From an optimization exercise on the open Yosys and OpenROAD flow, aimed at a short achievable clock period and few clock cycles; shortcuts taken in it are not production practice.
At most, simulation tests tie the RTL to the original design; equivalence was not proved.
Power figures rest on the tool's default switching activity, not on a simulated workload.

==> flow/design.v <==
module CPU(
 input clk,
 input rst,
 output [9:0] imem_addr,
 input  [19:0] imem_rdata,
 output [9:0] dmem_addr,
 output [19:0] dmem_wdata,
 output dmem_we,
 input  [19:0] dmem_rdata
);
 reg  [9:0] fpc;           
 reg        dv;            
 assign imem_addr = fpc;
 wire [19:0] di = imem_rdata;
 wire [3:0]  dop = di[19:16];
 wire d_jump = dop == 4'h8;
 wire d_br   = dop[3] & (dop[2] | (dop[1] & dop[0]));
 wire d_bpred = d_br & di[7];                  
 wire d_redir = dv & (d_jump | d_bpred);
 wire [9:0] d_off = d_jump ? di[9:0] : {{5{di[7]}}, di[7:3]};
 wire [9:0] d_tgt = fpc + d_off;
 reg  [19:0] ir;
 reg         rv;
 reg  [9:0]  rpc1;         
 reg         rhold;        
 wire [3:0]  rop = ir[19:16];
 wire r_alu = ~rop[3];
 wire r_ld  = rop == 4'h9;
 wire r_st  = rop == 4'hA;
 wire r_br  = rop[3] & (rop[2] | (rop[1] & rop[0]));
 wire r_bpred = r_br & ir[7];
 wire [3:0] ra_addr = rop[3] ? ir[15:12] : ir[11:8];
 wire [3:0] rb_addr = rop[3] ? ir[11:8]  : ir[7:4];
 wire d_alu = ~dop[3];
 wire d_st  = dop == 4'hA;
 wire [3:0] d_aa = dop[3] ? di[15:12] : di[11:8];
 wire [3:0] d_ba = dop[3] ? di[11:8]  : di[7:4];
 wire d_usea = d_alu | d_st | d_br;
 wire d_useb = (d_alu & ~dop[0]) | d_br;
 wire d_lu = dv & rv & ~rhold & r_ld &
             ((d_usea & d_aa == ir[15:12]) | (d_useb & d_ba == ir[15:12]));
 reg  [19:0] ea, eb;
 reg         ev, e_wr, e_ld, e_br, e_bpred;
 reg  [3:0]  e_dst;
 reg  [1:0]  e_fn;
 reg  [2:0]  e_nzp;
 reg  [9:0]  e_alt;        
 reg  [9:0]  dma;
 reg  [19:0] dmw;
 reg         dmwe;
 assign dmem_addr  = dma;
 assign dmem_wdata = dmw;
 assign dmem_we    = dmwe;
 reg [19:0] e_res;
 always @(*) begin
  case (e_fn)
   2'b00: e_res = ea + eb;
   2'b01: e_res = ea & eb;
   2'b10: e_res = ea | eb;
   default: e_res = ea ^ eb;
  endcase
 end
 wire e_lt = $signed(ea) < $signed(eb);
 wire e_eq = ea == eb;
 wire e_gt = ~e_lt & ~e_eq;
 wire e_taken = (e_nzp[2] & e_lt) | (e_nzp[1] & e_eq) | (e_nzp[0] & e_gt);
 wire e_redir = ev & e_br & (e_taken ^ e_bpred);
 reg  [19:0] w_res;
 reg         w_wr, w_ld;
 reg  [3:0]  w_dst;
 wire [19:0] w_val = w_ld ? dmem_rdata : w_res;
 reg [19:0] rf [0:15];
 integer i;
 always @(posedge clk) begin
  if (rst) begin
   for (i = 0; i < 16; i = i + 1) rf[i] <= 20'd0;
  end else if (w_wr) begin
   rf[w_dst] <= w_val;
  end
 end
 wire e_fwd_ok = ev & e_wr & ~e_ld;
 wire [19:0] fa = (e_fwd_ok & e_dst == ra_addr) ? e_res :
                  (w_wr & w_dst == ra_addr) ? w_val : rf[ra_addr];
 wire [19:0] fb = (e_fwd_ok & e_dst == rb_addr) ? e_res :
                  (w_wr & w_dst == rb_addr) ? w_val : rf[rb_addr];
 wire r_go = rv & ~rhold & ~e_redir;      
 always @(posedge clk) begin
  if (rst) begin
   fpc <= 10'd1;           
   dv <= 1'b1;
   rv <= 1'b0;
   rhold <= 1'b0;
   ir <= 20'd0;
   rpc1 <= 10'd0;
   ev <= 1'b0;
   e_wr <= 1'b0; e_ld <= 1'b0; e_br <= 1'b0; e_bpred <= 1'b0;
   e_dst <= 4'd0; e_fn <= 2'd0; e_nzp <= 3'd0; e_alt <= 10'd0;
   ea <= 20'd0; eb <= 20'd0;
   dma <= 10'd0; dmw <= 20'd0; dmwe <= 1'b0;
   w_res <= 20'd0; w_wr <= 1'b0; w_ld <= 1'b0; w_dst <= 4'd0;
  end else begin
   if (e_redir) begin
    fpc <= e_alt;
    dv <= 1'b0;
   end else if (d_redir) begin
    fpc <= d_tgt;
    dv <= 1'b0;
   end else if (d_lu) begin
    dv <= 1'b0;
   end else begin
    fpc <= fpc + 10'd1;
    dv <= 1'b1;
   end
   rhold <= d_lu & ~e_redir;
   if (!rhold) begin
    ir <= di;
    rpc1 <= fpc;
    rv <= dv & ~e_redir & ~d_jump;
   end else if (e_redir) begin
    rv <= 1'b0;
   end
   ev <= r_go;
   e_wr <= r_go & (r_alu | r_ld);
   e_ld <= r_ld;
   e_br <= r_br;
   e_bpred <= r_bpred;
   e_dst <= ir[15:12];
   e_fn <= rop[2:1];
   e_nzp <= ir[2:0];
   e_alt <= r_bpred ? rpc1 : rpc1 + {{5{ir[7]}}, ir[7:3]};
   ea <= fa;
   eb <= (r_alu & rop[0]) ? {{12{ir[7]}}, ir[7:0]} : fb;
   dma <= ir[9:0];
   dmw <= fa;
   dmwe <= r_go & r_st;
   w_res <= e_res;
   w_wr <= e_wr;
   w_ld <= e_ld;
   w_dst <= e_dst;
  end
 end
endmodule
clock: 7.0 ns
lec_check: 0
abc_clock_period_in_ps: 2400
cap_margin: 20
core_margin: 2
core_utilization: 40
setup_slack_margin: 4.6
slew_margin: 20
tns_end_percent: 100
run.sh (not shown) runs the stock make flow with config.mk's settings and CLKGATE_MAP_FILE= SYNTH_SCRIPT=/design/flow/synth_recipe.tcl, a recipe that flattens the netlist after the stock synthesis.
The starting point went through all stages and came out clean.
Edit:
Settings changed: ABC_CLOCK_PERIOD_IN_PS 2400 to not set, SETUP_SLACK_MARGIN 4.6 to not set, TNS_END_PERCENT 100 to not set.
Outcome: The changed run finished with timing, DRC and antenna clean. Setup slack is worse by 1.1 ns. Global-route usage shrinks by 4.7 points. Cell area shrinks by about a fifth. Sequential power hardly moves. First-iteration DRC count shrinks by a quarter to a third. Clock skew grows by 0.012 ns. Total power shrinks by roughly a tenth. Die area does not change. Routed wire length shrinks by about a fifth.
Function was not checked in any run of this note: the RTL went through the layout flow alone.

---

## old
Another version of the RTL of CPU (not shown whole).
For scale: ~540 flip-flops, roughly 83 I/O pins, ~30,000 sq um of cells after synthesis.
==> flow/config.mk <==
export PLATFORM = sky130hd
export DESIGN_NAME = CPU
export DESIGN_NICKNAME = CPU
export VERILOG_FILES = /design/flow/design.v
export SDC_FILE = /design/flow/constraint.sdc
export NUM_CORES = 4
export LEC_CHECK = 0
export ABC_CLOCK_PERIOD_IN_PS = 2200
export CAP_MARGIN = 20
export CORE_MARGIN = 2
export CORE_UTILIZATION = 40
export SETUP_SLACK_MARGIN = 4.8
export SLEW_MARGIN = 20
export TNS_END_PERCENT = 100
==> flow/constraint.sdc <==
create_clock -name core_clock -period 7.0 [get_ports {clk}]
set_input_delay 1.4000 -clock core_clock [delete_from_list [all_inputs] [get_ports {clk}]]
set_output_delay 1.4000 -clock core_clock [all_outputs]
set_load 0.01 [all_outputs]
standard.sh (not shown) runs the stock make flow with config.mk's settings and CLKGATE_MAP_FILE= SYNTH_SCRIPT=/design/flow/synth_recipe.tcl, a recipe that flattens the netlist after the stock synthesis.
==> flow/flow/run.sh <==
#!/bin/bash
# Standard layout, with the port buffers made from a stronger buffer cell
# than the one ORFS picks by default (a slow delay buffer).
set -e
export BUFFER_PORTS_ARGS="-buffer_cell sky130_fd_sc_hd__buf_8"
bash standard.sh > standard.log 2>&1
Inputs modified between old and new:
==> flow/run.sh (new file) <==
#!/bin/bash
# synth_recipe.tcl (not shown) runs the flow's synth.tcl, then flattens the netlist and writes it again
# the make line also repeats each setting of config.mk as NAME=value (left out here)
make -C /OpenROAD-flow-scripts/flow DESIGN_CONFIG=/design/flow/config.mk WORK_HOME=/design/flow/orfs CLKGATE_MAP_FILE= SYNTH_SCRIPT=/design/flow/synth_recipe.tcl finish
removed: flow/flow/run.sh
removed: flow/standard.sh
==> summary.txt <==
- new finished every stage and its layout cleared the timing, design-rule and antenna checks.
- Looking at clock-buffer cell count, new sits 4 higher than old does.
- NOTE: power share of the combinational group in new falls short of that of old
- Of old and new, the lower layout buffer count excluding clock buffers belongs to old.
- | area added between synthesis and finish | new vs old | 3.7 points higher |
- From new to old, synthesized area did not move at all.
- Re final worst hold slack: old was higher than new.
- Delta(count of nets after finishing, new - old) > 0
Function was not checked in any run of this note: the RTL went through the layout flow alone.

---

CPU, a different RTL version from the one above (not shown whole).
Size in the first run: ~2900 cells after synthesis, ~590 flip-flops, ~83 I/O pins.
Settings: LEC_CHECK=0, ABC_CLOCK_PERIOD_IN_PS=1500, CAP_MARGIN=20, CORE_MARGIN=2, CORE_UTILIZATION=40, SETUP_SLACK_MARGIN=4.8, SLEW_MARGIN=20, TNS_END_PERCENT=100; clock period 7.0 ns.
run.sh (not shown) runs the stock make flow with config.mk's settings and CLKGATE_MAP_FILE= SYNTH_SCRIPT=/design/flow/synth_recipe.tcl, a recipe that flattens the netlist after the stock synthesis.
Stock flow here: none of the scripts above is used.
The starting point finished with timing, DRC and antenna clean.
Testbench counts at the start, summed over its fixed seeds: cycles 23,217.
Edit:
==> flow/flow/run.sh (new file) <==
#!/bin/bash
# Standard layout, with the port buffers made from a stronger buffer cell
# than the one ORFS picks by default (a slow delay buffer).
set -e
export BUFFER_PORTS_ARGS="-buffer_cell sky130_fd_sc_hd__buf_8"
bash standard.sh > standard.log 2>&1
==> flow/standard.sh (new file) <==
#!/bin/bash
# synth_recipe.tcl (not shown) runs the flow's synth.tcl, then flattens the netlist and writes it again
# the make line also repeats each setting of config.mk as NAME=value (left out here)
make -C /OpenROAD-flow-scripts/flow DESIGN_CONFIG=/design/flow/config.mk WORK_HOME=/design/flow/orfs CLKGATE_MAP_FILE= SYNTH_SCRIPT=/design/flow/synth_recipe.tcl "${@:-finish}"
Settings changed: ABC_CLOCK_PERIOD_IN_PS 1500 to 2200.
removed: flow/run.sh
What happened: Utilization came out lower by 0.47 points; clock skew hardly moves; total power came out lower by 0.98%; critical path depth stays the same; global-route usage came out higher by 0.80 points; sequential share of layout area came out higher by 0.28 points; sequential power is about the same; hold slack improved by 0.012 ns.
Edit:
==> flow/run.sh (new file) <==
#!/bin/bash
# synth_recipe.tcl (not shown) runs the flow's synth.tcl, then flattens the netlist and writes it again
# the make line also repeats each setting of config.mk as NAME=value (left out here)
make -C /OpenROAD-flow-scripts/flow DESIGN_CONFIG=/design/flow/config.mk WORK_HOME=/design/flow/orfs CLKGATE_MAP_FILE= SYNTH_SCRIPT=/design/flow/synth_recipe.tcl finish
Settings changed: SETUP_SLACK_MARGIN 4.8 to 4.5.
removed: flow/flow/run.sh
removed: flow/standard.sh
Core utilization goes down by 5.2 points.
Global-route usage came out lower by 3.6 points.
Clock skew is lower by 0.029 ns.
Edit:
Settings changed: CTS_CLUSTER_DIAMETER set to 60, CTS_CLUSTER_SIZE set to 30, SETUP_SLACK_MARGIN 4.5 to 4.8.
The new run completed with no timing, DRC or antenna violations.
Worst setup slack improved by 0.060 ns.
Clock power drops by 13%.
First-iteration DRC count went up by 15%.
Via count climbs by 6.2%.
Final cell count grows by 2.9%.

---

== run C ==
Another version of the RTL of CPU (not shown whole).
For scale: about 540 flip-flops, about 83 I/O pins, about 29,000 µm² of cells after synthesis.
clock: 7.0 ns
lec_check: 0
abc_clock_period_in_ps: 2200
cap_margin: 20
core_margin: 2
core_utilization: 40
setup_slack_margin: 4.8
slew_margin: 20
tns_end_percent: 100
standard.sh (not shown) runs the stock make flow with config.mk's settings and CLKGATE_MAP_FILE= SYNTH_SCRIPT=/design/flow/synth_recipe.tcl, a recipe that flattens the netlist after the stock synthesis.
==> flow/flow/run.sh <==
#!/bin/bash
# Standard layout, with the port buffers made from a stronger buffer cell
# than the one ORFS picks by default (a slow delay buffer).
set -e
export BUFFER_PORTS_ARGS="-buffer_cell sky130_fd_sc_hd__buf_8"
bash standard.sh > standard.log 2>&1
Here is what was changed in the inputs of run D compared with run C.
==> flow/run.sh (new file) <==
#!/bin/bash
# synth_recipe.tcl (not shown) runs the flow's synth.tcl, then flattens the netlist and writes it again
# the make line also repeats each setting of config.mk as NAME=value (left out here)
make -C /OpenROAD-flow-scripts/flow DESIGN_CONFIG=/design/flow/config.mk WORK_HOME=/design/flow/orfs CLKGATE_MAP_FILE= SYNTH_SCRIPT=/design/flow/synth_recipe.tcl finish
removed: flow/flow/run.sh
removed: flow/standard.sh
## What came out
Every stage of the flow completed for run D, and the final layout passed the timing, design-rule and antenna checks. Part of the power in the clock network: run C and run D compared, lower one is run D. Cmp run D vs run C: layout overhead on the synthesized area lower in run D. Summary of run D over run C: final max-slew violation count ~0 delta, sequential cell count neither gained nor lost much. Run D ended with more multi-input gate share of the layout cell area than run C. Run C → run D: clock buffer count decreased 8, worst setup slack decreased by 50 ps relative to the old numbers, final cell count saw a decrease.
No functional check of the RTL was part of any run of this note.

---

Another version of the RTL of CPU (not shown whole).
Size: roughly 580 flip-flops, about 32000 um2 of cells after synthesis.
Settings: LEC_CHECK=0, ABC_CLOCK_PERIOD_IN_PS=2200, CAP_MARGIN=20, CORE_MARGIN=2, CORE_UTILIZATION=40, SETUP_SLACK_MARGIN=4.8, SLEW_MARGIN=20, TNS_END_PERCENT=100; clock period 7.0 ns.
run.sh (not shown) runs the stock make flow with config.mk's settings and CLKGATE_MAP_FILE= SYNTH_SCRIPT=/design/flow/synth_recipe.tcl, a recipe that flattens the netlist after the stock synthesis.
Stock flow here: none of the scripts above is used.
Testbench counts at the start, summed over its fixed seeds: cycles 23,217.
==> next run, changes <==
==> flow/flow/run.sh (new file) <==
#!/bin/bash
# Standard layout, with the port buffers made from a stronger buffer cell
# than the one ORFS picks by default (a slow delay buffer).
set -e
export BUFFER_PORTS_ARGS="-buffer_cell sky130_fd_sc_hd__buf_8"
bash standard.sh > standard.log 2>&1
==> flow/standard.sh (new file) <==
#!/bin/bash
# synth_recipe.tcl (not shown) runs the flow's synth.tcl, then flattens the netlist and writes it again
# the make line also repeats each setting of config.mk as NAME=value (left out here)
make -C /OpenROAD-flow-scripts/flow DESIGN_CONFIG=/design/flow/config.mk WORK_HOME=/design/flow/orfs CLKGATE_MAP_FILE= SYNTH_SCRIPT=/design/flow/synth_recipe.tcl "${@:-finish}"
Settings changed: CORE_UTILIZATION 40 to 55, PLACE_DENSITY from default to 0.7.
removed: flow/run.sh
Effect: Area after synthesis does not change. Combinational power came out higher by about 8%. Sequential cell count stays the same. Total power rose by 0.46%. Register-to-register slack degrades by 0.24 ns. Setup slack loses 0.16 ns. Design area rises by 2.7%. Hold slack is better by 0.013 ns.
==> next run, changes <==
Settings changed: CORE_UTILIZATION 55 to 40, PLACE_DENSITY 0.7 to default.
The new run ran to the end with no violations; power goes down by 0.44%; critical path depth rose by 1; die area came out higher by 37%; final area drops by 2.3%; sequential share of layout area increases by 0.76 points; final cell count goes up by 4.6%.

---

Another version of the RTL of CPU (not shown whole).
Size: ~530 flip-flops, roughly 83 I/O pins, roughly 30000 µm² of cells after synthesis.
clock: 7.0 ns
lec_check: 0
abc_clock_period_in_ps: 2500
cap_margin: 20
core_margin: 2
core_utilization: 40
setup_slack_margin: 4.3
slew_margin: 20
tns_end_percent: 100
Stock flow here: none of the scripts above is used.
Edit:
ABC_CLOCK_PERIOD_IN_PS = 2200   (was 2500)
SETUP_SLACK_MARGIN = 4.8   (was 4.3)
Result: Maximum frequency increases slightly. Cell count came out higher by a few percent. Non-clock buffer count grows by 138. Core utilization climbs by 6.8 points. Worst hold slack hardly moves. Synthesized area stays the same. Power went up by a few percent. Die area stays the same. Critical path depth went up by 3. Design area is higher by roughly a tenth. Count of clock-buffer cells in the layout fell by 5.
Function was not checked in any run of this note: the RTL went through the layout flow alone.

---

Setup of T:
CPU with an RTL version that a note above also has.
For scale: ~2900 cells after synthesis, roughly 590 flip-flops, about 83 I/O pins.
clock: 7.0 ns
lec_check: 0
abc_clock_period_in_ps: 2200
cap_margin: 20
core_margin: 2
core_utilization: 45
setup_slack_margin: 4.8
slew_margin: 20
tns_end_percent: 100
Testbench counts of T, summed over its fixed seeds: cycles 23,217.
> inputs changed (T -> S)
--- a/flow/config.mk
+++ b/flow/config.mk
@@ -11 +11 @@
-export CORE_UTILIZATION = 45
+export CORE_UTILIZATION = 40
Notes after the runs:
[compare] base=T new=S: routed wire length shrank by 3.6%, die area has increased. Re critical path depth: no difference whatsoever between S and T. S: all stages complete, timing, DRC and antenna checks passed. S: fraction of layout instances using a drive strength above 1 lower than T. S has more setup slack than T. Of the two candidates, T has the worse clock period minus worst slack and S the better one.

==> static timing again, ports no longer ideal <==
In the flow no input, the clock included, has a driving cell. The finished layouts below were timed again as built, in two steps.
Step 1, drivers: a clkbuf_16 drives clk and a buf_2 each remaining input, both assumed.
Step 2 times the ports against the registers' clock, not the clock port: input delays grow and output delays shrink by t, the midpoint of the rising clock arrivals with the driver on.
Slacks: ideal / step 1 / step 2; pairs: ideal / step 1.
| run | t, ns | setup WS [ns] | clock arrival spread, ns | worst slew at a driven data input, ns |
|---|---|---|---|---|
| the first run of note 1 | 0.679 | 3.574 / 3.601 / 2.922 | 0.039 / 0.038 | 0.08 |
| the second run of note 1 | 0.663 | 2.459 / 2.486 / 1.824 | 0.040 / 0.041 | 0.06 |
| old | 0.703 | 4.000 / 4.011 / 3.317 | 0.032 / 0.033 | 0.27 |
| new | 0.685 | 3.949 / 3.968 / 3.283 | 0.037 / 0.037 | 0.16 |
| the first run of note 3 | 0.707 | 4.159 / 4.168 / 3.461 | 0.062 / 0.062 | 0.17 |
| the second run of note 3 | 0.722 | 4.092 / 4.092 / 3.402 | 0.061 / 0.061 | 0.20 |
| the third run of note 3 | 0.704 | 4.131 / 4.140 / 3.436 | 0.039 / 0.040 | 0.06 |
| the fourth run of note 3 | 0.731 | 4.191 / 4.196 / 3.465 | 0.127 / 0.126 | 0.17 |
| run C | 0.694 | 3.966 / 3.966 / 3.308 | 0.035 / 0.035 | 0.39 |
| run D | 0.707 | 3.916 / 3.937 / 3.230 | 0.066 / 0.066 | 0.28 |
| the first run of note 5 | 0.719 | 4.062 / 4.085 / 3.366 | 0.072 / 0.072 | 0.16 |
| the second run of note 5 | 0.752 | 3.900 / 3.900 / 3.429 | 0.056 / 0.055 | 0.29 |
| the third run of note 5 | 0.693 | 4.121 / 4.143 / 3.450 | 0.065 / 0.066 | 0.27 |
| the first run of note 6 | 0.707 | 3.876 / 3.864 / 3.157 | 0.085 / 0.086 | 0.07 |
| the second run of note 6 | 0.745 | 3.896 / 3.896 / 3.215 | 0.090 / 0.090 | 0.25 |
| T | 0.703 | 4.084 / 4.093 / 3.390 | 0.047 / 0.048 | 0.26 |
| S | 0.707 | 4.159 / 4.168 / 3.461 | 0.062 / 0.062 | 0.17 |
After both steps setup and hold are still met in every run listed. The setup slack of the fourth run of note 3, which loses most, moves by +0.005 ns with the drivers and by -0.726 ns with both steps.
